Context: an optimization exercise on an open-source flow, tuned for small area, a short achievable clock period and few clock cycles per item. The choices shown serve that exercise and are no tape-out recipe. Only simulation tests tie the RTL to the original design; equivalence was not proved.

==> flow/design.v <==
module interpolate_cal #(
  parameter  int unsigned HALF_SIZE = 16,
  parameter  int unsigned DATA_SIZE = 16
) (
  input clk,
  input rstn,
  input en,
  input [0:7][DATA_SIZE-1:0] feat,
  input [0:8][DATA_SIZE-1:0] x,  
  input [0:8][DATA_SIZE-1:0] y,
  input [0:8][DATA_SIZE-1:0] z,
  output logic [DATA_SIZE-1:0] interpolated_feat,
  output logic done
);
localparam int W = DATA_SIZE;
logic         busy;         
logic [3:0]   op;           
logic [1:0]   cnt;          
logic         first;        
logic [W-1:0] r;            
logic [W-1:0] d;            
logic         p_valid, p_first, p_last;
logic [3:0]   p_nib;
logic [3:0]   p_op;
logic [W-1:0] p, m, a, b;
wire idle   = !busy && !p_valid;
wire start  = idle && en;
wire last   = busy && (cnt == 2'd0);
wire load   = start || (last && op != 4'd10);
wire [3:0] lop = busy ? op + 4'd1 : 4'd1;    
logic [W-1:0] n_a, n_b, d_a, d_b;
always_comb begin
  n_a = x[8]; n_b = x[0]; d_a = x[1]; d_b = x[0];
  case (lop)
    4'd1:  begin n_a = x[8]; n_b = x[0]; d_a = x[1]; d_b = x[0]; end
    4'd2:  begin n_a = y[8]; n_b = y[0]; d_a = y[2]; d_b = y[0]; end
    4'd3:  begin n_a = x[8]; n_b = x[2]; d_a = x[3]; d_b = x[2]; end
    4'd4:  begin n_a = y[2]; n_b = y[8]; d_a = y[2]; d_b = y[0]; end
    4'd5:  begin n_a = z[8]; n_b = z[0]; d_a = z[4]; d_b = z[0]; end
    4'd6:  begin n_a = x[8]; n_b = x[4]; d_a = x[5]; d_b = x[4]; end
    4'd7:  begin n_a = y[8]; n_b = y[4]; d_a = y[6]; d_b = y[4]; end
    4'd8:  begin n_a = x[8]; n_b = x[6]; d_a = x[7]; d_b = x[6]; end
    4'd9:  begin n_a = y[6]; n_b = y[8]; d_a = y[6]; d_b = y[4]; end
    4'd10: begin n_a = z[4]; n_b = z[8]; d_a = z[4]; d_b = z[0]; end
    default: ;
  endcase
end
wire [W-1:0] n_new = n_a - n_b;
wire [W-1:0] d_raw = d_a - d_b;
logic [W-1:0] d_norm;
logic [1:0]   k_norm;
always_comb begin
  if (d_raw[15:12] != 4'd0)     begin d_norm = d_raw;         k_norm = 2'd0; end
  else if (d_raw[11:8] != 4'd0) begin d_norm = d_raw << 4;    k_norm = 2'd1; end
  else if (d_raw[7:4] != 4'd0)  begin d_norm = d_raw << 8;    k_norm = 2'd2; end
  else                          begin d_norm = d_raw << 12;   k_norm = 2'd3; end
end
logic [W-1:0] rs [0:4];
logic [3:0]   nib;
always_comb begin
  rs[0] = r;
  for (int j = 0; j < 4; j++) begin
    logic [W+3:0] t;
    t = {4'd0, rs[j]} - ({4'd0, d} << (3 - j));
    nib[3-j] = ~t[W+3];
    rs[j+1]  = nib[3-j] ? t[W-1:0] : rs[j];
  end
end
always_ff @(posedge clk) begin
  if (!rstn) begin
    busy  <= 1'b0;
    op    <= 4'd1;
  end else if (load) begin
    busy  <= 1'b1;
    op    <= lop;
  end else if (last) begin
    busy  <= 1'b0;
  end
end
always_ff @(posedge clk) begin
  first <= load;
  if (load) begin
    r   <= n_new;
    d   <= d_norm;
    cnt <= k_norm;
  end else begin
    r   <= rs[4];
    d   <= d >> 4;
    cnt <= cnt - 2'd1;
  end
end
always_ff @(posedge clk) begin
  if (!rstn) begin
    p_valid <= 1'b0;
    done    <= 1'b0;
  end else begin
    p_valid <= busy;
    done    <= p_valid && p_last && p_op == 4'd10;
  end
  p_first <= first;
  p_last  <= last;
  p_nib   <= nib;
  p_op    <= op;
end
wire x_op  = (op == 4'd1) || (op == 4'd3) || (op == 4'd6) || (op == 4'd8);
wire [W-1:0] f_a = (op == 4'd1) ? feat[0] : (op == 4'd3) ? feat[2] :
                   (op == 4'd6) ? feat[4] : feat[6];
wire [W-1:0] f_b = (op == 4'd1) ? feat[1] : (op == 4'd3) ? feat[3] :
                   (op == 4'd6) ? feat[5] : feat[7];
wire p_src_p  = (p_op == 4'd2) || (p_op == 4'd4) || (p_op == 4'd7) || (p_op == 4'd9);
wire p_src_ap = (p_op == 4'd5) || (p_op == 4'd10);
wire [W-1:0] ap   = a + p;
wire [W-1:0] meff = (p_first && p_src_p)  ? p  :
                    (p_first && p_src_ap) ? ap : m;
wire [W-1:0] pbase = p_first ? '0 : (p << 4);
wire [W-1:0] p_new = pbase + (p_nib[3] ? (meff << 3) : '0)
                           + (p_nib[2] ? (meff << 2) : '0)
                           + (p_nib[1] ? (meff << 1) : '0)
                           + (p_nib[0] ? meff : '0);
always_ff @(posedge clk) begin
  if (p_valid) p <= p_new;
  if (busy && first && x_op)
    m <= f_a + f_b;
  else if (p_valid && p_first && (p_src_p || p_src_ap))
    m <= meff;
  if (p_valid && p_first && (p_op == 4'd3 || p_op == 4'd8)) a <= p;
  if (p_valid && p_first && p_op == 4'd6) b <= p;
end
assign interpolated_feat = b + p;
endmodule
module interp_top #(
  parameter  int unsigned W = 16
) (
  input              clk,
  input              rstn,
  input              en,
  input  [8*W-1:0]   feat,
  input  [9*W-1:0]   x,
  input  [9*W-1:0]   y,
  input  [9*W-1:0]   z,
  output [W-1:0]     interpolated_feat,
  output             done
);
logic [0:7][W-1:0] feat_arr;
logic [0:8][W-1:0] x_arr, y_arr, z_arr;
genvar g;
generate
  for (g = 0; g < 8; g = g + 1) begin : feat_unpack
    assign feat_arr[g] = feat[g*W +: W];
  end
  for (g = 0; g < 9; g = g + 1) begin : xyz_unpack
    assign x_arr[g] = x[g*W +: W];
    assign y_arr[g] = y[g*W +: W];
    assign z_arr[g] = z[g*W +: W];
  end
endgenerate
interpolate_cal #(
  .DATA_SIZE(W)
) INTERP (
  .clk               (clk),
  .rstn              (rstn),
  .en                (en),
  .feat              (feat_arr),
  .x                 (x_arr),
  .y                 (y_arr),
  .z                 (z_arr),
  .interpolated_feat (interpolated_feat),
  .done              (done)
);
endmodule
==> flow/run.sh <==
#!/bin/bash
# synth_recipe.tcl (not shown) runs the flow's synth.tcl, then flattens the netlist and writes it again
# the make line also repeats each setting of config.mk as NAME=value (left out here)
make -C /OpenROAD-flow-scripts/flow DESIGN_CONFIG=/design/flow/config.mk WORK_HOME=/design/flow/orfs CLKGATE_MAP_FILE= SYNTH_SCRIPT=/design/flow/synth_recipe.tcl finish
==> flow/config.mk <==
export PLATFORM = sky130hd
export DESIGN_NAME = interp_top
export DESIGN_NICKNAME = interp_top
export VERILOG_FILES = /design/flow/design.v
export SDC_FILE = /design/flow/constraint.sdc
export NUM_CORES = 4
export LEC_CHECK = 0
export CAP_MARGIN = 20
export CORE_MARGIN = 2
export CORE_UTILIZATION = 40
export PLACE_DENSITY = 0.6
export SLEW_MARGIN = 20
==> flow/constraint.sdc <==
create_clock -name core_clock -period 33.0 [get_ports {clk}]
set_input_delay 6.6000 -clock core_clock [delete_from_list [all_inputs] [get_ports {clk}]]
set_output_delay 6.6000 -clock core_clock [all_outputs]
set_load 0.01 [all_outputs]
==> flow_metrics.py, run 1 <==
metrics = {
    "run_status": {
        "status": "timing/DRC/antenna clean",
    },
    "clock_network": {
        "clk_latency_ns": 0.43,
        "numCtsBuffers": 17,
        "cts_hold_buf": 0,
        "htree_levels": 4,
        "cts_buffer_depth": 2,
        "cts_tree": "yes",
        "clkTransAtPathRegs_ns": 0.06,
        "cts_setup_buffers": 0,
        "cts-resized-gates": 0,
        "clock_sinks": 116,
        "cts_root_buf": "clkbuf_16",
    },
    "layout": {
        "ff_latch_area_sq_mm": 0.00297,
        "fin_nets": 3223,
        "areaGrowthSynthToFinish_pct": 32.4,
        "n_fill_cell": 3861,
        "drive_above_1_share_pct": 4.69,
        "multi_input_area_sq_mm": 0.0125,
        "finish.utilization_pct": 54.0,
    },
    "synthesis": {
        "postSynthAreaPerCell_sq_um": 7.74,
        "seq_area_frac_synth_pct": 18.2,
        "synth_flop_cell": "edfxtp_1",
        "yosysWarnings": 2,
        "synthArstFlopShare_pct": 0,
        "netlist_instances": 2106,
        "synth_seq_cells": 116,
        "syn_nets": 2867,
        "synth_cell_types": 84,
        "synth_area_sq_mm": 0.0163,
        "synth_edf_count": 65,
    },
    "floorplan": {
        "fp-row-count": 73,
        "die_w_microns": 206,
        "ios": 580,
        "dieHeight_microns": 206,
        "core_sq_mm": 0.0400,
        "start_util_pct": 40.8,
        "die_area_sq_mm": 0.0424,
    },
    "timing": {
        "slew_violations": 0,
        "slew_headroom_pct": 32.4,
        "setup_viol": 0,
        "rsz0062_at_grt": "false",
        "fin_crit_ns": 11.85,
        "finalClockSkew_ns": 0.0131,
        "tns_ns": 0,
        "hold_viol": 0,
        "worst_pin_slew_ns": 1.01,
        "timing.final.crit_share_pct": 35.9,
        "whs_ns": 0.354,
        "max_freq_mhz": 84.4,
    },
    "setup_path": {
        "r2r-start": "INTERP.d[1]",
        "worst-path-buf-inv": 6,
        "crit_cells": 39,
        "worstSetupEndpointType": "flip-flop",
        "r2r_slack_ns": 21.15,
        "crit_family": "compound AO/OA/AOI/OAI gates",
        "critical_path_class": "flip-flop to flip-flop",
        "rr_endpoint": "INTERP.r[13]",
        "cpPeakStageDelay_ns": 0.60,
        "r2r.worst_path.cells": 39,
        "crit_top_cell": "inv_1",
        "worstPathMaxFanout": 17,
        "startpoint": "INTERP.d[1]",
        "critical_path.slowest_cell": "and2_1",
        "cp.required_ns": 33.29,
        "worstSetupEndpoint": "INTERP.r[13]",
        "crit_arrival_ns": 12.14,
        "crit_path_start_kind": "flip-flop",
    },
    "global_route": {
        "grt_overflow": 0,
        "antenna_found_initial": 12,
        "grt_pass1_vias": 17500,
        "grt_use_total_pct": 31.2,
        "grt_pass1_wl_microns": 101000,
        "grt_max_degree": 77,
    },
    "worst_hold_path": {
        "hold_class": "flip-flop to flip-flop",
    },
    "flow_run": {
        "cap_violations": 0,
    },
    "detailed_routing": {
        "viasPerCell": 6.00,
        "ant_nets": 0,
        "route.detailed.drc": 0,
        "vias": 18100,
        "wl_per_cell_microns": 22.5,
        "first_pass_iters": 9,
        "routed_wl_microns": 67600,
        "drt_iter0_drc": 1520,
    },
    "placement": {
        "hpwl_microns": 54300,
        "numPortBuffers": 419,
        "gp_congestion": 0.984,
    },
}
sequential cells by signal, indices dropped and copies added, names as in the netlist, 2 cells and up:
register	flops
INTERP.b	16
INTERP.p_op	4
INTERP.d	16
INTERP.p_nib	4
INTERP.m	16
INTERP.p	16
INTERP.op	4
INTERP.cnt	2
INTERP.r	16
INTERP.a	16
synth_stat cells (51+ instances only):
library cell	instances	share of area, %
nand2_1	214	4.9
a21oi_1	125	3.8
inv_1	119	2.7
nand3_1	69	2.1
a22oi_1	81	3.7
clkbuf_1	82	1.9
edfxtp_1	65	12
dfxtp_1	51	6.3
nor2_1	199	4.6
o21ai_0	139	4.3
ha_1	152	12
xnor2_1	68	3.7
kinds of logic (layout without fill, tap and decap cells):
family          after synthesis  after routing  synth area share, %
compound gates              707            707                 29.6
other cells                   0             11                    0
mux                          64             64                 4.07
flops                       116            116                 18.2
xor+xnor                    109            109                 5.98
fa+ha+maj                   198            198                 17.3
buf+inv                     228            597                 5.37
simple gates                684            684                 19.4
how the worst min path moves through the flow:
stage	slack, ns	startpoint	depth (start not counted)	endpoint
after floorplan	0.33	INTERP.op[2]	0	INTERP.p_op[2]
after global placement	0.34	INTERP.first	0	INTERP.p_first
after detailed placement	0.34	INTERP.first	0	INTERP.p_first
after CTS	0.36	INTERP.first	0	INTERP.p_first
after global routing	0.37	INTERP.first	0	INTERP.p_first
final	0.35	INTERP.first	0	INTERP.p_first
cell usage in the layout, fill, tap and decap left out, types with 47 or more instances in the layout:
cell,n
a21oi_1,123
a222oi_1,47
a22oi_1,81
clkdlybuf4s50_1,419
dfxtp_1,51
edfxtp_1,65
ha_1,151
inv_1,119
nand2_1,214
nand3_1,69
nor2_1,195
o21ai_0,139
xnor2_1,68
cell type report:
cell class	instances	area share (%)
repair buffers	446	20.4
flip-flops and latches	116	13.8
clock inverters	13	0.492
clock buffers	19	2.20
diodes	11	0.127
inverters	119	2.07
multi-input cells	1762	57.9
well taps	525	3.04
routing by layer:
layer | wire length [microns] | track usage [%]
met4 | 2870 | 13.1
met3 | 4580 | 5.66
met1 | 27300 | 36.7
met2 | 32900 | 55.6
met5 | 27 | 0
metrics by stage:
step	setup slack [ns]	area (sq um)	cells
after detailed placement	21.36	21000	2968
after CTS	21.30	21600	3000
final	21.15	21600	3011
after global routing	20.49	21600	3004
after floorplan	23.07	16300	2106
after global placement	21.54	21000	2968
Testbench counts, summed over its fixed seeds: cycles 65,649, items 2,400.
==> run 2, diff against run 1 <==
--- a/flow/design.v
+++ b/flow/design.v
@@ -21,3 +21,3 @@
 logic [W-1:0] d;            
-logic         p_valid, p_first, p_last;
+logic         p_valid, p_last;
 logic [3:0]   p_nib;
@@ -30,17 +30,28 @@
 wire [3:0] lop = busy ? op + 4'd1 : 4'd1;    
-logic [W-1:0] n_a, n_b, d_a, d_b;
+logic [W-1:0] d_a, d_b, n_a, n_b;
 always_comb begin
-  n_a = x[8]; n_b = x[0]; d_a = x[1]; d_b = x[0];
+  d_a = x[1]; d_b = x[0];
   case (lop)
-    4'd1:  begin n_a = x[8]; n_b = x[0]; d_a = x[1]; d_b = x[0]; end
-    4'd2:  begin n_a = y[8]; n_b = y[0]; d_a = y[2]; d_b = y[0]; end
-    4'd3:  begin n_a = x[8]; n_b = x[2]; d_a = x[3]; d_b = x[2]; end
-    4'd4:  begin n_a = y[2]; n_b = y[8]; d_a = y[2]; d_b = y[0]; end
-    4'd5:  begin n_a = z[8]; n_b = z[0]; d_a = z[4]; d_b = z[0]; end
-    4'd6:  begin n_a = x[8]; n_b = x[4]; d_a = x[5]; d_b = x[4]; end
-    4'd7:  begin n_a = y[8]; n_b = y[4]; d_a = y[6]; d_b = y[4]; end
-    4'd8:  begin n_a = x[8]; n_b = x[6]; d_a = x[7]; d_b = x[6]; end
-    4'd9:  begin n_a = y[6]; n_b = y[8]; d_a = y[6]; d_b = y[4]; end
-    4'd10: begin n_a = z[4]; n_b = z[8]; d_a = z[4]; d_b = z[0]; end
+    4'd1:  begin d_a = x[1]; d_b = x[0]; end
+    4'd2:  begin d_a = y[2]; d_b = y[0]; end
+    4'd3:  begin d_a = x[3]; d_b = x[2]; end
+    4'd4:  begin d_a = y[2]; d_b = y[0]; end
+    4'd5:  begin d_a = z[4]; d_b = z[0]; end
+    4'd6:  begin d_a = x[5]; d_b = x[4]; end
+    4'd7:  begin d_a = y[6]; d_b = y[4]; end
+    4'd8:  begin d_a = x[7]; d_b = x[6]; end
+    4'd9:  begin d_a = y[6]; d_b = y[4]; end
+    4'd10: begin d_a = z[4]; d_b = z[0]; end
     default: ;
+  endcase
+  case (lop)
+    4'd2, 4'd7: n_a = y[8];
+    4'd5:       n_a = z[8];
+    4'd4, 4'd9, 4'd10: n_a = d_a;
+    default:    n_a = x[8];
+  endcase
+  case (lop)
+    4'd4, 4'd9: n_b = y[8];
+    4'd10:      n_b = z[8];
+    default:    n_b = d_b;
   endcase
@@ -99,3 +110,2 @@
   end
-  p_first <= first;
   p_last  <= last;
@@ -109,22 +119,25 @@
                    (op == 4'd6) ? feat[5] : feat[7];
-wire p_src_p  = (p_op == 4'd2) || (p_op == 4'd4) || (p_op == 4'd7) || (p_op == 4'd9);
-wire p_src_ap = (p_op == 4'd5) || (p_op == 4'd10);
-wire [W-1:0] ap   = a + p;
-wire [W-1:0] meff = (p_first && p_src_p)  ? p  :
-                    (p_first && p_src_ap) ? ap : m;
-wire [W-1:0] pbase = p_first ? '0 : (p << 4);
-wire [W-1:0] p_new = pbase + (p_nib[3] ? (meff << 3) : '0)
-                           + (p_nib[2] ? (meff << 2) : '0)
-                           + (p_nib[1] ? (meff << 1) : '0)
-                           + (p_nib[0] ? meff : '0);
+wire add_a = p_last && (p_op == 4'd4 || p_op == 4'd9);
+wire add_b = p_last && (p_op == 4'd10);
+wire [W-1:0] addend = add_a ? a : add_b ? b : '0;
+wire [W-1:0] p_new = (p << 4) + addend
+                   + (p_nib[3] ? (m << 3) : '0)
+                   + (p_nib[2] ? (m << 2) : '0)
+                   + (p_nib[1] ? (m << 1) : '0)
+                   + (p_nib[0] ? m : '0);
+wire to_m = p_op == 4'd1 || p_op == 4'd3 || p_op == 4'd4 ||
+            p_op == 4'd6 || p_op == 4'd8 || p_op == 4'd9;
 always_ff @(posedge clk) begin
-  if (p_valid) p <= p_new;
+  if (start)
+    p <= '0;
+  else if (p_valid)
+    p <= (p_last && p_op != 4'd10) ? '0 : p_new;
   if (busy && first && x_op)
     m <= f_a + f_b;
-  else if (p_valid && p_first && (p_src_p || p_src_ap))
-    m <= meff;
-  if (p_valid && p_first && (p_op == 4'd3 || p_op == 4'd8)) a <= p;
-  if (p_valid && p_first && p_op == 4'd6) b <= p;
+  else if (p_valid && p_last && to_m)
+    m <= p_new;
+  if (p_valid && p_last && (p_op == 4'd2 || p_op == 4'd7)) a <= p_new;
+  if (p_valid && p_last && p_op == 4'd5) b <= p_new;
 end
-assign interpolated_feat = b + p;
+assign interpolated_feat = p;
 endmodule
==> flow/flow/run.sh (new file) <==
#!/bin/bash
set -euo pipefail
export BUFFER_PORTS_ARGS="-buffer_cell sky130_fd_sc_hd__buf_1"
bash standard.sh > standard_flow.log 2>&1
==> flow/standard.sh (new file) <==
#!/bin/bash
# synth_recipe.tcl (not shown) runs the flow's synth.tcl, then flattens the netlist and writes it again
# the make line also repeats each setting of config.mk as NAME=value (left out here)
make -C /OpenROAD-flow-scripts/flow DESIGN_CONFIG=/design/flow/config.mk WORK_HOME=/design/flow/orfs CLKGATE_MAP_FILE= SYNTH_SCRIPT=/design/flow/synth_recipe.tcl "${@:-finish}"
removed: flow/run.sh
==> flow_metrics.py, run 2 <==
metrics = {
    "run_status": {
        "status": "timing/DRC/antenna clean",
    },
    "setup_path": {
        "cp.required_ns": 33.35,
        "critical_path_class": "flip-flop to flip-flop",
        "crit_path_start_kind": "flip-flop",
        "worst-path-buf-inv": 6,
        "cpPeakStageDelay_ns": 0.86,
        "crit_family": "compound AO/OA/AOI/OAI gates",
        "worstSetupEndpointType": "flip-flop",
        "worstPathMaxFanout": 20,
        "crit_arrival_ns": 12.49,
        "critical_path.slowest_cell": "a31oi_2",
    },
    "synthesis": {
        "ys_top_cells_by_area": "ha_1 (11%), edfxtp_1 (10%), dfxtp_1 (9.1%)",
        "yosysWarnings": 2,
        "synth_seq_cells": 115,
        "synth_area_sq_mm": 0.0145,
        "synth_flop_cell": "dfxtp_1",
        "seq_area_frac_synth_pct": 19.3,
        "synth_cell_types": 82,
        "synth_edf_count": 49,
        "synth_top_area_cell": "ha_1",
        "synthArstFlopShare_pct": 0,
        "synthTopCellsByCount": "nand2_1 (250), ha_1 (125), nor2_1 (121), inv_1 (109), a21oi_1 (108)",
        "postSynthAreaPerCell_sq_um": 7.99,
        "synth_top_area_share_pct": 10.8,
        "syn_nets": 2555,
        "netlist_instances": 1810,
        "yosysMostFrequentCell": "nand2_1",
    },
    "detailed_routing": {
        "drt_iter0_drc": 1182,
        "routed_wl_microns": 60200,
        "viasPerCell": 5.94,
        "first_pass_iters": 9,
        "route.detailed.drc": 0,
        "wl_per_cell_microns": 22.6,
        "vias": 15800,
        "ant_nets": 0,
    },
    "timing": {
        "worst_pin_slew_ns": 1.01,
        "layout_setup_ws_ns": 20.86,
        "setup_viol": 0,
        "rsz0062_at_grt": "false",
        "max_freq_mhz": 82.4,
        "slew_headroom_pct": 32.8,
        "timing.final.crit_share_pct": 36.8,
        "hold_viol": 0,
        "tns_ns": 0,
        "fin_crit_ns": 12.14,
        "finalClockSkew_ns": 0.0214,
        "slew_violations": 0,
    },
    "global_route": {
        "grt_use_total_pct": 31.3,
        "grt_overflow": 0,
        "grt_max_degree": 43,
        "antenna_found_initial": 16,
        "grt_pass1_wl_microns": 91200,
        "grt_pass1_vias": 15900,
    },
    "clock_network": {
        "htree_levels": 4,
        "cts_setup_buffers": 0,
        "cts_hold_buf": 0,
        "cts_root_buf": "clkbuf_16",
        "clk_latency_ns": 0.44,
        "clock_sinks": 115,
        "cts_tree": "yes",
        "cts_buffer_depth": 2,
        "numCtsBuffers": 17,
        "clkTransAtPathRegs_ns": 0.07,
        "cts-resized-gates": 0,
    },
    "floorplan": {
        "die_w_microns": 194,
        "dieHeight_microns": 194,
        "ios": 580,
        "core_sq_mm": 0.0356,
        "start_util_pct": 40.7,
        "fp-row-count": 69,
        "die_area_sq_mm": 0.0377,
    },
    "layout": {
        "final_cells": 2662,
        "n_fill_cell": 3595,
        "fin_nets": 2923,
        "final_cell_mix": "buf_1 (419), nand2_1 (250), ha_1 (125)",
        "drive_above_1_share_pct": 5.16,
        "design_area_sq_mm": 0.0171,
        "final_common_cell": "buf_1",
        "areaGrowthSynthToFinish_pct": 18.6,
    },
    "worst_hold_path": {
        "hold_class": "flip-flop to flip-flop",
    },
    "placement": {
        "hpwl_microns": 49600,
        "dpl.cell_count": 2620,
        "place_ws_ns": 21.02,
        "numPortBuffers": 419,
        "gp_congestion": 1.02,
        "place_area_sq_mm": 0.0165,
    },
    "flow_run": {
        "cap_violations": 0,
    },
}
run 2: layout make-up:
type / count / area (sq um) / share of cell area, %
Multi-Input combinational cell: 1492 / 11000 / 64.1
Sequential cell: 115 / 2790 / 16.3
Timing Repair Buffer: 441 / 1750 / 10.2
Tap cell: 461 / 577 / 3.36
Clock buffer: 17 / 425 / 2.48
Inverter: 111 / 417 / 2.43
Clock inverter: 15 / 181 / 1.06
Antenna cell: 10 / 25.0 / 0.146
run 2: layer usage:
| layer | vias to the layer above | wire length [microns] | track usage (%) |
|---|---|---|---|
| li1 | 7530 | - | - |
| met1 | 7491 | 22600 | 34.4 |
| met2 | 672 | 28800 | 54.3 |
| met3 | 124 | 4010 | 6.30 |
| met4 | 8 | 4720 | 21.8 |
| met5 | - | 42 | 0 |
run 2: path summary, 6_finish.rpt:
| check | start | end | slack (ns) | depth (start not counted) |
|---|---|---|---|---|
| worst min-delay path | INTERP.d[4] | INTERP.d[0] | 0.44 | 2 |
| worst min register to register | INTERP.d[4] | INTERP.d[0] | 0.44 | 2 |
| worst max-delay path | INTERP.d[1] | INTERP.r[11] | 20.86 | 37 |
| worst max register to register | INTERP.d[1] | INTERP.r[11] | 20.86 | 37 |
run 2: per-stage QoR:
stage               hold slack [ns]  utilization [%]
finish                        0.444             48.2
floorplan                     0.360                -
global placement              0.441             46.4
CTS                           0.451             48.1
global route                  0.473             48.2
detailed placement            0.447             46.4
run 2: cells by family after synthesis:
kind of cell	count (synthesis)	synth area share, %
AO/OA/AOI/OAI	598	29.5
AND/OR/NAND/NOR	582	18.5
buffers and inverters	203	5.38
adder cells (fa/ha/maj)	182	18.7
flip-flops	115	19.3
XOR/XNOR	100	6.29
multiplexers	30	2.28
run 2: tightest hold or removal path: cells and delay by family (launching register included):
kind | cells | cell delay [ns]
AO/OA/AOI/OAI | 1 | 0.05
flip-flops | 1 | 0.32
AND/OR/NAND/NOR | 1 | 0.05
Testbench counts of run 2, summed over its fixed seeds: cycles 65,649, items 2,400.
==> run 3, diff against run 2 <==
--- a/flow/design.v
+++ b/flow/design.v
@@ -1 +1,48 @@
+module interp_add #(
+  parameter int N    = 16,
+  parameter int ARCH = 1
+) (
+  input  [N-1:0] a,
+  input  [N-1:0] b,
+  input          ci,
+  output [N-1:0] s,
+  output         co
+);
+  logic [N:0] g0, p0, g, pp;
+  always_comb begin
+    g0[0] = ci; p0[0] = 1'b0;
+    for (int i = 0; i < N; i++) begin
+      g0[i+1] = a[i] & b[i];
+      p0[i+1] = a[i] ^ b[i];
+    end
+    g = g0; pp = p0;
+    if (ARCH == 0) begin
+      for (int i = 1; i <= N; i++) g[i] = g0[i] | (p0[i] & g[i-1]);
+    end else if (ARCH == 2) begin
+      for (int l = 1; l <= N; l = l * 2) begin
+        for (int i = N; i >= l; i--) begin
+          g[i]  = g[i] | (pp[i] & g[i-l]);
+          pp[i] = pp[i] & pp[i-l];
+        end
+      end
+    end else begin
+      for (int l = 1; 2 * l <= N + 1; l = l * 2) begin
+        for (int i = 2 * l - 1; i <= N; i += 2 * l) begin
+          g[i]  = g[i] | (pp[i] & g[i-l]);
+          pp[i] = pp[i] & pp[i-l];
+        end
+      end
+      for (int l = 16; l >= 1; l = l / 2) begin
+        for (int i = 3 * l - 1; i <= N; i += 2 * l) begin
+          g[i]  = g[i] | (pp[i] & g[i-l]);
+          pp[i] = pp[i] & pp[i-l];
+        end
+      end
+    end
+  end
+  for (genvar i = 0; i < N; i++) begin : sum
+    assign s[i] = p0[i+1] ^ g[i];
+  end
+  assign co = g[N];
+endmodule
 module interpolate_cal #(
@@ -21,9 +68,18 @@
 logic [W-1:0] d;            
-logic         p_valid, p_last;
-logic [3:0]   p_nib;
-logic [3:0]   p_op;
+logic         p_valid;      
+logic [3:0]   p_nib;        
 logic [W-1:0] p, m, a, b;
+logic [W-1:0] d_norm;
+logic [1:0]   k_norm;
+always_comb begin
+  if (d[15:12] != 4'd0)     begin d_norm = d;         k_norm = 2'd0; end
+  else if (d[11:8] != 4'd0) begin d_norm = d << 4;    k_norm = 2'd1; end
+  else if (d[7:4] != 4'd0)  begin d_norm = d << 8;    k_norm = 2'd2; end
+  else                      begin d_norm = d << 12;   k_norm = 2'd3; end
+end
+wire [W-1:0] dv   = first ? d_norm : d;
+wire [1:0]   left = first ? k_norm : cnt;
 wire idle   = !busy && !p_valid;
 wire start  = idle && en;
-wire last   = busy && (cnt == 2'd0);
+wire last   = busy && (left == 2'd0);
 wire load   = start || (last && op != 4'd10);
@@ -58,22 +114,17 @@
 end
-wire [W-1:0] n_new = n_a - n_b;
-wire [W-1:0] d_raw = d_a - d_b;
-logic [W-1:0] d_norm;
-logic [1:0]   k_norm;
-always_comb begin
-  if (d_raw[15:12] != 4'd0)     begin d_norm = d_raw;         k_norm = 2'd0; end
-  else if (d_raw[11:8] != 4'd0) begin d_norm = d_raw << 4;    k_norm = 2'd1; end
-  else if (d_raw[7:4] != 4'd0)  begin d_norm = d_raw << 8;    k_norm = 2'd2; end
-  else                          begin d_norm = d_raw << 12;   k_norm = 2'd3; end
-end
+wire [W-1:0] n_new, d_new;
+interp_add #(W, 1) u_nsub (.a(n_a), .b(~n_b), .ci(1'b1), .s(n_new), .co());
+interp_add #(W, 1) u_dsub (.a(d_a), .b(~d_b), .ci(1'b1), .s(d_new), .co());
 logic [W-1:0] rs [0:4];
 logic [3:0]   nib;
-always_comb begin
-  rs[0] = r;
-  for (int j = 0; j < 4; j++) begin
-    logic [W+3:0] t;
-    t = {4'd0, rs[j]} - ({4'd0, d} << (3 - j));
-    nib[3-j] = ~t[W+3];
-    rs[j+1]  = nib[3-j] ? t[W-1:0] : rs[j];
-  end
+assign rs[0] = r;
+for (genvar j = 0; j < 4; j++) begin : step
+  localparam int S = 3 - j;
+  wire [W-1:0] dsh  = dv << S;
+  wire         fits = (S == 0) ? 1'b1 : ~|dv[W-1 -: (S == 0 ? 1 : S)];
+  wire [W-1:0] diff;
+  wire         nb;
+  interp_add #(W, 2) u_sub (.a(rs[j]), .b(~dsh), .ci(1'b1), .s(diff), .co(nb));
+  assign nib[S]  = nb & fits;
+  assign rs[j+1] = nib[S] ? diff : rs[j];
 end
@@ -94,9 +145,8 @@
     r   <= n_new;
-    d   <= d_norm;
-    cnt <= k_norm;
+    d   <= d_new;
   end else begin
     r   <= rs[4];
-    d   <= d >> 4;
-    cnt <= cnt - 2'd1;
-  end
+    d   <= dv >> 4;
+  end
+  cnt <= left - 2'd1;
 end
@@ -108,7 +158,5 @@
     p_valid <= busy;
-    done    <= p_valid && p_last && p_op == 4'd10;
-  end
-  p_last  <= last;
+    done    <= p_valid && !busy;
+  end
   p_nib   <= nib;
-  p_op    <= op;
 end
@@ -119,4 +167,7 @@
                    (op == 4'd6) ? feat[5] : feat[7];
-wire add_a = p_last && (p_op == 4'd4 || p_op == 4'd9);
-wire add_b = p_last && (p_op == 4'd10);
+wire [W-1:0] f_sum;
+interp_add #(W, 1) u_fadd (.a(f_a), .b(f_b), .ci(1'b0), .s(f_sum), .co());
+wire p_fin  = first || !busy;                               
+wire add_a  = first && (op == 4'd5 || op == 4'd10);         
+wire add_b  = !busy;                                        
 wire [W-1:0] addend = add_a ? a : add_b ? b : '0;
@@ -127,4 +178,2 @@
                    + (p_nib[0] ? m : '0);
-wire to_m = p_op == 4'd1 || p_op == 4'd3 || p_op == 4'd4 ||
-            p_op == 4'd6 || p_op == 4'd8 || p_op == 4'd9;
 always_ff @(posedge clk) begin
@@ -133,9 +182,7 @@
   else if (p_valid)
-    p <= (p_last && p_op != 4'd10) ? '0 : p_new;
-  if (busy && first && x_op)
-    m <= f_a + f_b;
-  else if (p_valid && p_last && to_m)
-    m <= p_new;
-  if (p_valid && p_last && (p_op == 4'd2 || p_op == 4'd7)) a <= p_new;
-  if (p_valid && p_last && p_op == 4'd5) b <= p_new;
+    p <= (p_fin && busy) ? '0 : p_new;
+  if (busy && first)
+    m <= x_op ? f_sum : p_new;
+  if (p_valid && first && (op == 4'd3 || op == 4'd8)) a <= p_new;   
+  if (p_valid && first && op == 4'd6) b <= p_new;                    
 end
==> flow/flow/run.sh (replaced) <==
#!/bin/bash
set -euo pipefail
export BUFFER_PORTS_ARGS="-buffer_cell sky130_fd_sc_hd__buf_1"
export SETUP_SLACK_MARGIN=22
bash standard.sh > standard_flow.log 2>&1
==> flow_metrics.py, run 3 <==
metrics = {
    "timing": {
        "fin_crit_ns": 10.41,
        "tns_ns": 0,
        "max_freq_mhz": 96.0,
        "slew_violations": 0,
        "rsz0062_at_grt": "false",
        "slew_headroom_pct": 31.4,
        "worst_pin_slew_ns": 1.03,
        "setup_viol": 0,
        "hold_viol": 0,
        "timing.final.crit_share_pct": 31.6,
        "finalClockSkew_ns": 0.0280,
    },
    "detailed_routing": {
        "first_pass_iters": 8,
        "wl_per_cell_microns": 23.3,
        "viasPerCell": 5.88,
        "vias": 15500,
        "route.detailed.drc": 0,
        "ant_nets": 0,
        "drt_iter0_drc": 1225,
        "routed_wl_microns": 61200,
    },
    "synthesis": {
        "ys_top_cells_by_area": "ha_1 (11%), edfxtp_1 (10%), fa_1 (9.9%)",
        "synthTopCellsByCount": "nand2_1 (197), a21oi_1 (159), nor2_1 (129), ha_1 (123), inv_1 (123)",
        "synth_top_area_share_pct": 10.7,
        "synth_seq_cells": 110,
        "netlist_instances": 1766,
        "synth_cell_types": 97,
        "synth_edf_count": 49,
        "postSynthAreaPerCell_sq_um": 8.12,
        "synthArstFlopShare_pct": 0,
        "synth_top_area_cell": "ha_1",
        "yosysWarnings": 5,
        "syn_nets": 2523,
        "synth_area_sq_mm": 0.0143,
        "synth_flop_cell": "dfxtp_1",
        "yosysMostFrequentCell": "nand2_1",
        "seq_area_frac_synth_pct": 18.8,
    },
    "global_route": {
        "grt_max_degree": 64,
        "grt_pass1_vias": 15100,
        "grt_overflow": 0,
        "grt_use_total_pct": 31.8,
        "grt_pass1_wl_microns": 90900,
        "antenna_found_initial": 33,
    },
    "floorplan": {
        "die_w_microns": 193,
        "start_util_pct": 40.4,
        "fp-row-count": 69,
        "dieHeight_microns": 193,
        "core_sq_mm": 0.0355,
        "ios": 580,
        "die_area_sq_mm": 0.0374,
    },
    "layout": {
        "drive_above_1_share_pct": 7.09,
        "final_cell_mix": "buf_1 (419), nand2_1 (196), a21oi_1 (157)",
        "fin_nets": 2896,
        "multi_input_area_sq_mm": 0.0109,
        "n_fill_cell": 3586,
        "finish.utilization_pct": 47.9,
        "ff_latch_area_sq_mm": 0.00269,
        "areaGrowthSynthToFinish_pct": 18.5,
        "final_common_cell": "buf_1",
    },
    "clock_network": {
        "cts_root_buf": "clkbuf_16",
        "clkTransAtPathRegs_ns": 0.09,
        "numCtsBuffers": 9,
        "cts_tree": "yes",
        "clk_latency_ns": 0.37,
        "cts_buffer_depth": 2,
        "htree_levels": 3,
        "clock_sinks": 110,
    },
    "setup_path": {
        "crit_family": "compound AO/OA/AOI/OAI gates",
        "r2r-start": "INTERP.first",
        "crit_arrival_ns": 10.67,
        "worst-path-buf-inv": 7,
        "worstSetupEndpointType": "flip-flop",
        "critical_path.slowest_cell": "or3b_2",
        "crit_path_start_kind": "flip-flop",
        "startpoint": "INTERP.first",
        "critical_path_class": "flip-flop to flip-flop",
        "worstPathMaxFanout": 18,
        "cpPeakStageDelay_ns": 0.55,
        "cp.required_ns": 33.26,
    },
    "placement": {
        "hpwl_microns": 49700,
        "gp_congestion": 1.04,
        "numPortBuffers": 419,
    },
    "flow_run": {
        "cap_violations": 0,
    },
    "worst_hold_path": {
        "hp-start": "INTERP.cnt[0]",
        "hold_class": "flip-flop to flip-flop",
    },
    "run_status": {
        "status": "timing/DRC/antenna clean",
    },
}
run 3: final timing paths:
kind	to	slack, ns	depth (start not counted)
hold / removal	INTERP.cnt[0]	0.44	1
hold reg to reg	INTERP.cnt[0]	0.44	1
setup reg to reg	INTERP.r[4]	22.59	47
setup / recovery	INTERP.r[4]	22.59	47
run 3: kinds of logic (layout without fill, tap and decap cells):
group	count (synthesis)	after routing	synth area share [%]
and+or+nand+nor	552	552	18.6
muxes	55	55	4.27
buffers and inverters	228	606	6.20
adders and majority gates	195	195	20.7
DFF	110	110	18.8
xor gates and xnor gates	96	96	5.86
other	0	26	0
AOI/OAI and AO/OA	530	530	25.6
run 3: what timing repair did:
action	CTS	global route
setup endpoints to repair	18	18
hold buffers	0	0
pin swaps	2	8
cloned	1	0
gates resized for setup	17	10
setup buffers	3	10
run 3: layout make-up:
class / count / area share (%)
multi-input cells: 1428 / 64.3
clock buffers: 10 / 1.47
repair buffers: 463 / 11.4
repair inverters: 1 / 0.0294
flip-flops and latches: 110 / 15.8
diodes: 26 / 0.383
inverters: 126 / 2.85
clock inverters: 6 / 0.405
well taps: 461 / 3.39
run 3: stage by stage:
step,std cells,worst slack [ns],instance area [sq um],hold slack [ns]
after global routing,2607,21.99,16900,0.480
after CTS,2593,22.08,16800,0.443
after floorplan,1766,23.00,14300,0.407
after detailed placement,2573,19.64,16400,0.431
final,2631,22.59,17000,0.445
after global placement,2573,19.76,16400,0.422
run 3: worst reg2reg max path: cells and delay by family, from the launching register on:
kind,cells,cell delay [ns]
multiplexers,3,0.99
adder cells (fa/ha/maj),4,1.41
flip-flops,1,0.41
AO/OA/AOI/OAI,23,4.61
buffers and inverters,7,1.00
AND/OR/NAND/NOR,10,1.91
run 3: metal layers:
layer	part of all wire (%)	global-route usage, %	wire, microns
met4	7.2	19.6	4410
met3	11	9.64	6610
met5	0.091	0	56
met1	38	37.9	23100
met2	44	50.2	27000
Testbench counts of run 3, summed over its fixed seeds: cycles 65,649, items 2,400.
==> run 4, diff against run 3 <==
==> flow/flow/run.sh (replaced) <==
#!/bin/bash
set -euo pipefail
export BUFFER_PORTS_ARGS="-buffer_cell sky130_fd_sc_hd__buf_1"
export SETUP_SLACK_MARGIN=24
bash standard.sh > standard_flow.log 2>&1
==> flow_metrics.py, run 4 <==
metrics = {
    "run_status": {
        "status": "timing/DRC/antenna clean",
    },
    "floorplan": {
        "die_w_microns": 193,
        "fp-row-count": 69,
        "die_area_sq_mm": 0.0374,
        "core_sq_mm": 0.0355,
        "start_util_pct": 40.4,
        "dieHeight_microns": 193,
        "ios": 580,
    },
    "detailed_routing": {
        "vias": 15900,
        "ant_nets": 0,
        "wl_per_cell_microns": 23.2,
        "drt_iter0_drc": 1629,
        "route.detailed.drc": 0,
        "first_pass_iters": 8,
        "routed_wl_microns": 62700,
        "viasPerCell": 5.90,
    },
    "global_route": {
        "grt_use_total_pct": 32.0,
        "grt_use_met2_pct": 50.8,
        "grt_max_degree": 65,
        "top_usage_layer": "met2",
        "antenna_found_initial": 35,
        "met1_usage_pct": 38.9,
        "grt_overflow": 0,
        "grt_pass1_vias": 15300,
        "use_met3_pct": 8.70,
        "grt_pass1_wl_microns": 91500,
    },
    "timing": {
        "rsz0062_at_grt": "true",
        "max_freq_mhz": 104,
        "hold_viol": 0,
        "fin_crit_ns": 9.64,
        "layout_setup_ws_ns": 23.37,
        "worst_pin_slew_ns": 0.988,
        "slew_violations": 0,
        "setup_viol": 0,
        "slew_headroom_pct": 34.1,
        "timing.final.crit_share_pct": 29.2,
        "tns_ns": 0,
        "finalClockSkew_ns": 0.0162,
    },
    "synthesis": {
        "synth_edf_count": 49,
        "synth_top_area_cell": "ha_1",
        "synthArstFlopShare_pct": 0,
        "ys_top_cells_by_area": "ha_1 (11%), edfxtp_1 (10%), fa_1 (9.9%)",
        "synth_area_sq_mm": 0.0143,
        "synth_flop_cell": "dfxtp_1",
        "yosysWarnings": 5,
        "synth_cell_types": 97,
        "synth_seq_cells": 110,
        "syn_nets": 2523,
        "postSynthAreaPerCell_sq_um": 8.12,
        "synthTopCellsByCount": "nand2_1 (197), a21oi_1 (159), nor2_1 (129), ha_1 (123), inv_1 (123)",
        "yosysMostFrequentCell": "nand2_1",
        "synth_top_area_share_pct": 10.7,
        "netlist_instances": 1766,
        "seq_area_frac_synth_pct": 18.8,
    },
    "setup_path": {
        "worstPathMaxFanout": 2,
        "cp.required_ns": 33.25,
        "crit_path_start_kind": "input port",
        "path_cells": "buf_1 -> a22oi_2 -> nand3_1 -> a222oi_1 -> a21oi_1 -> ha_1 -> o21ai_2 -> a21oi_2 -> o41ai_2 -> o21a_1 -> o2bb2ai_2 -> o21a_1 -> fa_2 -> xor2_2 -> nor2_1 -> a221o_1",
        "critical_path.slowest_cell": "a222oi_1",
        "crit_top_cell": "o21a_1",
        "cpPeakStageDelay_ns": 0.51,
        "worstSetupEndpointType": "flip-flop",
        "worst-path-buf-inv": 1,
        "crit_arrival_ns": 9.88,
        "critical_path_class": "input port to flip-flop",
        "crit_family": "compound AO/OA/AOI/OAI gates",
    },
    "layout": {
        "n_fill_cell": 3423,
        "final_cells": 2702,
        "final_common_cell": "buf_1",
        "drive_above_1_share_pct": 16.3,
        "finish.utilization_pct": 52.5,
        "final_cell_mix": "buf_1 (419), nand2_1 (188), a21oi_1 (133)",
        "multi_input_area_sq_mm": 0.0120,
        "ff_latch_area_sq_mm": 0.00270,
        "areaGrowthSynthToFinish_pct": 29.7,
        "fin_nets": 2964,
    },
    "clock_network": {
        "clock_sinks": 110,
        "cts_buffer_depth": 2,
        "cts_tree": "yes",
        "cts_hold_buf": 0,
        "htree_levels": 3,
        "numCtsBuffers": 9,
        "clk_latency_ns": 0.37,
        "clkTransAtPathRegs_ns": 0.09,
        "cts_root_buf": "clkbuf_16",
    },
    "placement": {
        "dpl.cell_count": 2571,
        "place_ws_ns": 20.85,
        "numPortBuffers": 419,
        "hpwl_microns": 49300,
        "gp_congestion": 1.00,
    },
    "worst_hold_path": {
        "hold_class": "flip-flop to flip-flop",
    },
    "flow_run": {
        "cap_violations": 0,
    },
}
-- run 4: final cells by class --
type | instances | area share, %
multi-input cells | 1428 | 64.3
diodes | 29 | 0.390
well taps | 461 | 3.10
flip-flops and latches | 110 | 14.5
repair inverters | 2 | 0.0739
clock buffers | 9 | 1.21
inverters | 126 | 2.68
repair buffers | 530 | 13.4
clock inverters | 7 | 0.383
-- run 4: path summary, 6_finish.rpt --
kind / startpoint / end / slack [ns] / cells after the start
max: y[98] / INTERP.r[14] / 23.37 / 16
min: INTERP.cnt[0] / INTERP.cnt[0] / 0.44 / 1
max reg2reg: INTERP.d[13] / INTERP.r[15] / 23.60 / 43
min reg2reg: INTERP.cnt[0] / INTERP.cnt[0] / 0.44 / 1
-- run 4: stage by stage --
stage	instance area (sq um)	hold slack (ns)
2_1_floorplan	14700	0.407
6_report	18600	0.441
5_1_grt	18600	0.475
3_3_place_gp	16700	0.420
4_1_cts	18000	0.437
3_5_place_dp	16700	0.425
-- run 4: cells by family after synthesis --
| kind of cell | count (synthesis) | share of synthesized area [%] |
|---|---|---|
| XOR/XNOR | 96 | 5.86 |
| AND/OR/NAND/NOR | 552 | 18.6 |
| flip-flops | 110 | 18.8 |
| multiplexers | 55 | 4.27 |
| adder cells (fa/ha/maj) | 195 | 20.7 |
| AO/OA/AOI/OAI | 530 | 25.6 |
| buffers and inverters | 228 | 6.20 |
-- run 4: worst register-to-register path: cells and delay by family, from the launching register on --
family          cells  cell delay, ns
buf+inv             5            0.66
mux                 2            0.66
compound gates     22            4.63
xor+xnor            1            0.17
flops               1            0.38
fa+ha+maj           4            1.15
simple gates        9            1.60
-- run 4: layer usage --
layer | part of all wire, % | vias up
li1 | - | 7382
met1 | 38 | 7601
met2 | 45 | 798
met3 | 10 | 148
met4 | 6.6 | 10
met5 | 0.11 | -
-- run 4: what timing repair did --
action,in CTS,in global routing
pin swaps,78,71
resized for setup,101,77
cloned,1,2
setup endpoints to repair,34,34
setup buffers,64,18
==> run 5, diff against run 4 <==
==> flow/flow/run.sh (replaced) <==
#!/bin/bash
set -euo pipefail
export BUFFER_PORTS_ARGS="-buffer_cell sky130_fd_sc_hd__buf_1"
bash standard.sh > standard_flow.log 2>&1
==> flow_metrics.py, run 5 <==
metrics = {
    "run_status": {
        "status": "timing/DRC/antenna clean",
    },
    "floorplan": {
        "die_area_sq_mm": 0.0374,
        "fp-row-count": 69,
        "ios": 580,
        "die_w_microns": 193,
        "dieHeight_microns": 193,
        "core_sq_mm": 0.0355,
        "start_util_pct": 40.4,
    },
    "synthesis": {
        "seq_area_frac_synth_pct": 18.8,
        "synth_flop_cell": "dfxtp_1",
        "synth_cell_types": 97,
        "synthTopCellsByCount": "nand2_1 (197), a21oi_1 (159), nor2_1 (129), ha_1 (123), inv_1 (123)",
        "yosysWarnings": 5,
        "synth_seq_cells": 110,
        "synthArstFlopShare_pct": 0,
        "ys_top_cells_by_area": "ha_1 (11%), edfxtp_1 (10%), fa_1 (9.9%)",
        "yosysMostFrequentCell": "nand2_1",
        "muxShareOfSynthArea_pct": 4.27,
        "synth_area_sq_mm": 0.0143,
        "postSynthAreaPerCell_sq_um": 8.12,
        "synth_top_area_cell": "ha_1",
        "syn_nets": 2523,
        "synth_edf_count": 49,
        "netlist_instances": 1766,
        "synthXorXnorAreaFrac_pct": 5.86,
        "synth_fa_ha_area_share_pct": 20.7,
        "synth_simple_gate_area_share_pct": 18.6,
        "synth_top_area_share_pct": 10.7,
        "synth_top_family_by_area": "compound AO/OA/AOI/OAI gates",
        "synth_compound_area_share_pct": 25.6,
    },
    "global_route": {
        "grt_pass1_wl_microns": 90600,
        "grt_max_degree": 64,
        "grt_use_total_pct": 31.6,
        "grt_overflow": 0,
        "grt_pass1_vias": 15100,
        "antenna_found_initial": 33,
    },
    "timing": {
        "fin_crit_ns": 13.43,
        "tns_ns": 0,
        "setup_viol": 0,
        "layout_setup_ws_ns": 19.57,
        "finalClockSkew_ns": 0.0280,
        "worst_pin_slew_ns": 1.04,
        "timing.final.crit_share_pct": 40.7,
        "whs_ns": 0.447,
        "max_freq_mhz": 74.4,
        "slew_headroom_pct": 30.9,
        "slew_violations": 0,
        "rsz0062_at_grt": "false",
        "hold_viol": 0,
    },
    "detailed_routing": {
        "vias": 15400,
        "viasPerCell": 5.90,
        "route.detailed.drc": 0,
        "wl_per_cell_microns": 23.4,
        "drt_iter0_drc": 1298,
        "first_pass_iters": 9,
        "ant_nets": 0,
        "routed_wl_microns": 61100,
    },
    "layout": {
        "ff_latch_area_sq_mm": 0.00269,
        "drive_above_1_share_pct": 5.63,
        "fin_nets": 2882,
        "areaGrowthSynthToFinish_pct": 16.9,
        "multi_input_area_sq_mm": 0.0108,
        "final_common_cell": "buf_1",
        "final_cell_mix": "buf_1 (419), nand2_1 (197), a21oi_1 (159)",
        "final_cells": 2614,
        "n_fill_cell": 3603,
        "finish.utilization_pct": 47.3,
    },
    "setup_path": {
        "crit_arrival_ns": 13.66,
        "critical_path_class": "flip-flop to flip-flop",
        "worstPathMaxFanout": 20,
        "cpPeakStageDelay_ns": 0.72,
        "crit_path_start_kind": "flip-flop",
        "crit_top_cell": "a21oi_1",
        "cp.required_ns": 33.23,
        "critical_path.slowest_cell": "o41ai_1",
        "worstSetupEndpointType": "flip-flop",
    },
    "placement": {
        "place_ws_ns": 19.64,
        "dpl.cell_count": 2573,
        "gp_congestion": 1.04,
        "numPortBuffers": 419,
        "hpwl_microns": 49700,
    },
    "clock_network": {
        "cts_root_buf": "clkbuf_16",
        "clock_sinks": 110,
        "cts_tree": "yes",
        "cts-resized-gates": 0,
        "numCtsBuffers": 9,
        "clkTransAtPathRegs_ns": 0.09,
        "cts_buffer_depth": 2,
        "cts_hold_buf": 0,
        "htree_levels": 3,
        "cts_setup_buffers": 0,
        "clk_latency_ns": 0.37,
    },
    "flow_run": {
        "cap_violations": 0,
    },
    "worst_hold_path": {
        "hold_class": "flip-flop to flip-flop",
    },
}
-- run 5: cell types whose count changed in the layout (fill, tap and decap cells not counted), moves of 10 or more --
| cell | before | now |
|---|---|---|
| fa_2 | 10 | 0 |
| buf_4 | 99 | 29 |
| fa_1 | 61 | 71 |
| a221oi_1 | 14 | 25 |
| a21oi_2 | 23 | 1 |
| ha_4 | 18 | 0 |
| o21ai_0 | 58 | 73 |
| ha_1 | 104 | 123 |
| a21oi_1 | 133 | 159 |
-- run 5: worst max-delay path, delay by kind of cell (launching register included) --
kind	cells	cell delay (ns)
simple gates	8	2.43
fa+ha+maj	4	1.28
mux	2	0.67
buf+inv	7	1.97
flops	1	0.39
compound gates	23	6.51
-- run 5: worst paths after layout --
kind	startpoint	to	slack [ns]	cells past startpoint
setup / recovery	INTERP.first	INTERP.r[3]	19.57	44
setup reg to reg	INTERP.first	INTERP.r[3]	19.57	44
hold reg to reg	INTERP.cnt[0]	INTERP.cnt[0]	0.45	1
hold / removal	INTERP.cnt[0]	INTERP.cnt[0]	0.45	1
-- run 5: cell families (layout without fill, tap and decap cells) --
logic type	count (synthesis)	in the layout
adder cells (fa/ha/maj)	195	195
AO/OA/AOI/OAI	530	530
other	0	23
XOR/XNOR	96	96
multiplexers	55	55
AND/OR/NAND/NOR	552	552
flip-flops	110	110
buffers and inverters	228	592
-- run 5: per-layer routing --
layer	track usage [%]	share of wire (%)	vias to the layer above
li1	-	-	7185
met1	37.7	38	7285
met2	50.0	44	769
met3	9.31	11	168
met4	19.8	7.2	12
met5	0	0.095	-
-- run 5: area by class of cell --
class	instances	share of cell area (%)
clock inverters	6	0.410
repair buffers	450	10.9
multi-input cells	1428	64.6
diodes	23	0.343
clock buffers	10	1.49
inverters	126	2.82
flip-flops and latches	110	16.1
well taps	461	3.44
-- run 5: through the flow --
stage,cell area [sq um]
floorplan,14300
global placement,16400
detailed placement,16400
CTS,16700
global route,16700
finish,16800
==> run 6, diff against run 5 <==
==> flow/flow/run.sh (replaced) <==
#!/bin/bash
set -euo pipefail
export BUFFER_PORTS_ARGS="-buffer_cell sky130_fd_sc_hd__buf_1"
export SETUP_SLACK_MARGIN=23
bash standard.sh > standard_flow.log 2>&1
==> flow_metrics.py, run 6 <==
metrics = {
    "placement": {
        "hpwl_microns": 49700,
        "numPortBuffers": 419,
        "gp_congestion": 1.00,
        "place_area_sq_mm": 0.0163,
        "place_ws_ns": 19.50,
        "dpl.cell_count": 2569,
    },
    "clock_network": {
        "cts_buffer_depth": 2,
        "clock_sinks": 110,
        "cts_tree": "yes",
        "clkTransAtPathRegs_ns": 0.09,
        "cts_hold_buf": 0,
        "numCtsBuffers": 9,
        "cts_root_buf": "clkbuf_16",
        "htree_levels": 3,
        "clk_latency_ns": 0.37,
    },
    "global_route": {
        "grt_pass1_wl_microns": 89200,
        "antenna_found_initial": 38,
        "grt_use_total_pct": 31.4,
        "grt_overflow": 0,
        "grt_pass1_vias": 14900,
        "grt_max_degree": 64,
    },
    "layout": {
        "n_fill_cell": 3533,
        "final_cells": 2653,
        "fin_nets": 2915,
        "design_area_sq_mm": 0.0175,
        "final_cell_mix": "buf_1 (419), nand2_1 (195), a21oi_1 (152)",
        "final_common_cell": "buf_1",
        "areaGrowthSynthToFinish_pct": 21.7,
        "finish.utilization_pct": 49.2,
        "drive_above_1_share_pct": 9.62,
    },
    "synthesis": {
        "synth_simple_gate_area_share_pct": 18.6,
        "yosysWarnings": 5,
        "synth_top_area_cell": "ha_1",
        "synthXorXnorAreaFrac_pct": 5.86,
        "synth_top_family_by_area": "compound AO/OA/AOI/OAI gates",
        "synth_compound_area_share_pct": 25.6,
        "synthArstFlopShare_pct": 0,
        "yosysMostFrequentCell": "nand2_1",
        "synth_cell_types": 97,
        "synth_flop_cell": "dfxtp_1",
        "muxShareOfSynthArea_pct": 4.27,
        "ys_top_cells_by_area": "ha_1 (11%), edfxtp_1 (10%), fa_1 (9.9%)",
        "syn_nets": 2523,
        "seq_area_frac_synth_pct": 18.8,
        "synth_seq_cells": 110,
        "synth_area_sq_mm": 0.0143,
        "synth_fa_ha_area_share_pct": 20.7,
        "netlist_instances": 1766,
        "synthTopCellsByCount": "nand2_1 (197), a21oi_1 (159), nor2_1 (129), ha_1 (123), inv_1 (123)",
        "postSynthAreaPerCell_sq_um": 8.12,
        "synth_edf_count": 49,
        "synth_top_area_share_pct": 10.7,
    },
    "timing": {
        "rsz0062_at_grt": "true",
        "slew_violations": 0,
        "slew_headroom_pct": 30.3,
        "layout_setup_ws_ns": 23.13,
        "finalClockSkew_ns": 0.0173,
        "worst_pin_slew_ns": 1.04,
        "fin_crit_ns": 9.87,
        "max_freq_mhz": 101,
        "tns_ns": 0,
        "setup_viol": 0,
        "timing.final.crit_share_pct": 29.9,
        "hold_viol": 0,
    },
    "worst_hold_path": {
        "hold_depth": 1,
        "hold_path_end": "INTERP.cnt[0]",
        "hp-start": "INTERP.cnt[0]",
        "hold_class": "flip-flop to flip-flop",
    },
    "detailed_routing": {
        "ant_nets": 0,
        "routed_wl_microns": 61500,
        "route.detailed.drc": 0,
        "viasPerCell": 5.84,
        "first_pass_iters": 9,
        "drt_iter0_drc": 1431,
        "vias": 15500,
        "wl_per_cell_microns": 23.2,
    },
    "setup_path": {
        "worstSetupEndpointType": "flip-flop",
        "r2r_slack_ns": 23.34,
        "critical_path_class": "input port to flip-flop",
        "cp.required_ns": 33.26,
        "r2r-start": "INTERP.d[13]",
        "worstPathMaxFanout": 3,
        "r2r.worst_path.cells": 46,
        "rr_endpoint": "INTERP.r[4]",
        "crit_arrival_ns": 10.12,
        "crit_path_start_kind": "input port",
    },
    "floorplan": {
        "core_sq_mm": 0.0355,
        "ios": 580,
        "dieHeight_microns": 193,
        "die_w_microns": 193,
        "die_area_sq_mm": 0.0374,
        "start_util_pct": 40.4,
        "fp-row-count": 69,
    },
    "flow_run": {
        "cap_violations": 0,
    },
    "run_status": {
        "status": "timing/DRC/antenna clean",
    },
}
## run 6: changes by cell type in the layout (fill, tap and decap cells not counted), sizes merged
cell,before,now
clkinvlp,0,2
diode,23,29
clkinv,5,4
buf,450,482
## run 6: worst max-delay path by stage
stage	start	endpoint	slack (ns)	cells after the start
floorplan	INTERP.d[9]	INTERP.r[5]	23.09	47
global placement	INTERP.first	INTERP.r[13]	19.61	42
detailed placement	INTERP.first	INTERP.r[13]	19.50	42
CTS	INTERP.first	INTERP.r[5]	23.01	46
global route	INTERP.d[13]	INTERP.r[15]	22.95	44
finish	x[37]	INTERP.r[14]	23.13	19
## run 6: area by class of cell
type	instances	area [sq um]	area share (%)
repair inverters	1	7.51	0.0430
inverters	126	489	2.80
clock inverters	6	57.6	0.330
multi-input cells	1428	11200	64.4
repair buffers	482	2060	11.8
clock buffers	10	250	1.43
diodes	29	72.6	0.416
flip-flops and latches	110	2690	15.4
well taps	461	577	3.30
## run 6: worst max-delay path: stages
cell and delay [ns]:
buf_1 0.08, a222oi_1 0.32, nand2_1 0.16, a221oi_2 0.36
nor2_1 0.17, a221o_1 0.33, inv_1 0.07, ha_1 0.19
nor3_1 0.07, nor2_1 0.13, o41ai_2 0.08, buf_4 0.15
o21a_4 0.22, o2bb2ai_4 0.13, o21a_1 0.20, fa_2 0.34
xor2_1 0.15, nor2_1 0.08, a221o_1 0.28
## run 6: stage by stage
step | hold WS (ns)
after detailed placement | 0.424
after global routing | 0.476
after CTS | 0.436
after global placement | 0.418
final | 0.433
after floorplan | 0.407
## run 6: metal layers
layer	part of all wire (%)	vias up	wire length [microns]	track usage [%]
met5	0.20	-	120	0
met4	7.2	18	4400	20.1
met3	11	154	6570	8.18
met2	45	711	27900	51.1
met1	37	7350	22500	36.8
li1	-	7267	-	-
## run 6: cells by family after synthesis
group,after synthesis
compound gates,530
xor+xnor,96
fa+ha+maj,195
buf+inv,228
flops,110
mux,55
simple gates,552
## run 6: what timing repair did
item | in CTS | in global routing
pin swaps | 12 | 24
setup buffers | 15 | 22
endpoints found under the setup margin | 24 | 22
gates cloned | 1 | 0
gates resized for setup | 39 | 44
==> run 7, diff against run 6 <==
--- a/flow/config.mk
+++ b/flow/config.mk
@@ -9,4 +9,4 @@
 export CORE_MARGIN = 2
-export CORE_UTILIZATION = 40
-export PLACE_DENSITY = 0.6
+export CORE_UTILIZATION = 65
+export PLACE_DENSITY = 0.8
 export SLEW_MARGIN = 20
==> flow_metrics.py, run 7 <==
metrics = {
    "floorplan": {
        "dieHeight_microns": 153,
        "fp-row-count": 54,
        "start_util_pct": 65.9,
        "die_w_microns": 153,
    },
    "synthesis": {
        "netlist_instances": 1766,
        "postSynthAreaPerCell_sq_um": 8.12,
        "synth_top_area_cell": "ha_1",
        "synth_edf_count": 49,
        "seq_area_frac_synth_pct": 18.8,
        "yosysWarnings": 5,
        "synth_cell_types": 97,
        "ys_top_cells_by_area": "ha_1 (11%), edfxtp_1 (10%), fa_1 (9.9%)",
        "syn_nets": 2523,
        "synth_area_sq_mm": 0.0143,
        "synthTopCellsByCount": "nand2_1 (197), a21oi_1 (159), nor2_1 (129), ha_1 (123), inv_1 (123)",
        "synth_seq_cells": 110,
        "synth_top_area_share_pct": 10.7,
        "synth_flop_cell": "dfxtp_1",
        "yosysMostFrequentCell": "nand2_1",
        "synthArstFlopShare_pct": 0,
    },
    "run_status": {
        "stop_stage": "3_2_place_iop",
        "error": "[ERROR PPL-0024] Number of IO pins (580) exceeds maximum number of available positions (544). Increase the die perimeter from 610.28um to 788.80um.",
        "status": "aborted with a tool error",
    },
}
run 7: cell counts after synthesis:
No cell type changed its count.
run 7: logic make-up after synthesis:
kind of cell	count (synthesis)	share of synthesized area (%)
simple gates	552	18.6
xor+xnor	96	5.86
mux	55	4.27
flops	110	18.8
compound gates	530	25.6
buf+inv	228	6.20
fa+ha+maj	195	20.7

## what the ideal ports hide
The results above use ideal ports. As a check the final layouts listed here were re-extracted and re-timed, cells and wires unchanged.
Step 1 sets driving cells, clkbuf_16 on the clock port and buf_2 on the other inputs (assumed; they add their load-dependent delay and slew).
Step 2 also shifts input and output timing later by t, the mid clock arrival at the registers, as if the neighbouring blocks saw the same clock.
Three values: no drivers, after step 1, after step 2; two values: the first two.
run	t (ns)	setup WS [ns]	worst setup path after step 2	latest minus earliest clock arrival (ns)	slew at the worst register clock pin (ns)
run 1	0.480	21.147 / 21.147 / 21.147	register to register	0.014 / 0.013	0.06 / 0.06
run 2	0.479	20.863 / 20.863 / 20.863	register to register	0.021 / 0.021	0.07 / 0.07
run 3	0.400	22.586 / 22.586 / 22.337	input to register	0.028 / 0.028	0.10 / 0.10
run 4	0.406	23.365 / 23.366 / 22.960	input to register	0.016 / 0.016	0.09 / 0.09
run 5	0.400	19.566 / 19.566 / 19.566	register to register	0.028 / 0.028	0.10 / 0.10
run 6	0.402	23.134 / 23.069 / 22.667	input to register	0.017 / 0.018	0.09 / 0.09
After both steps setup and hold are still met in every run listed. For run 6, which loses most, drivers alone change the setup slack by -0.065 ns; drivers and shift together by -0.467 ns.
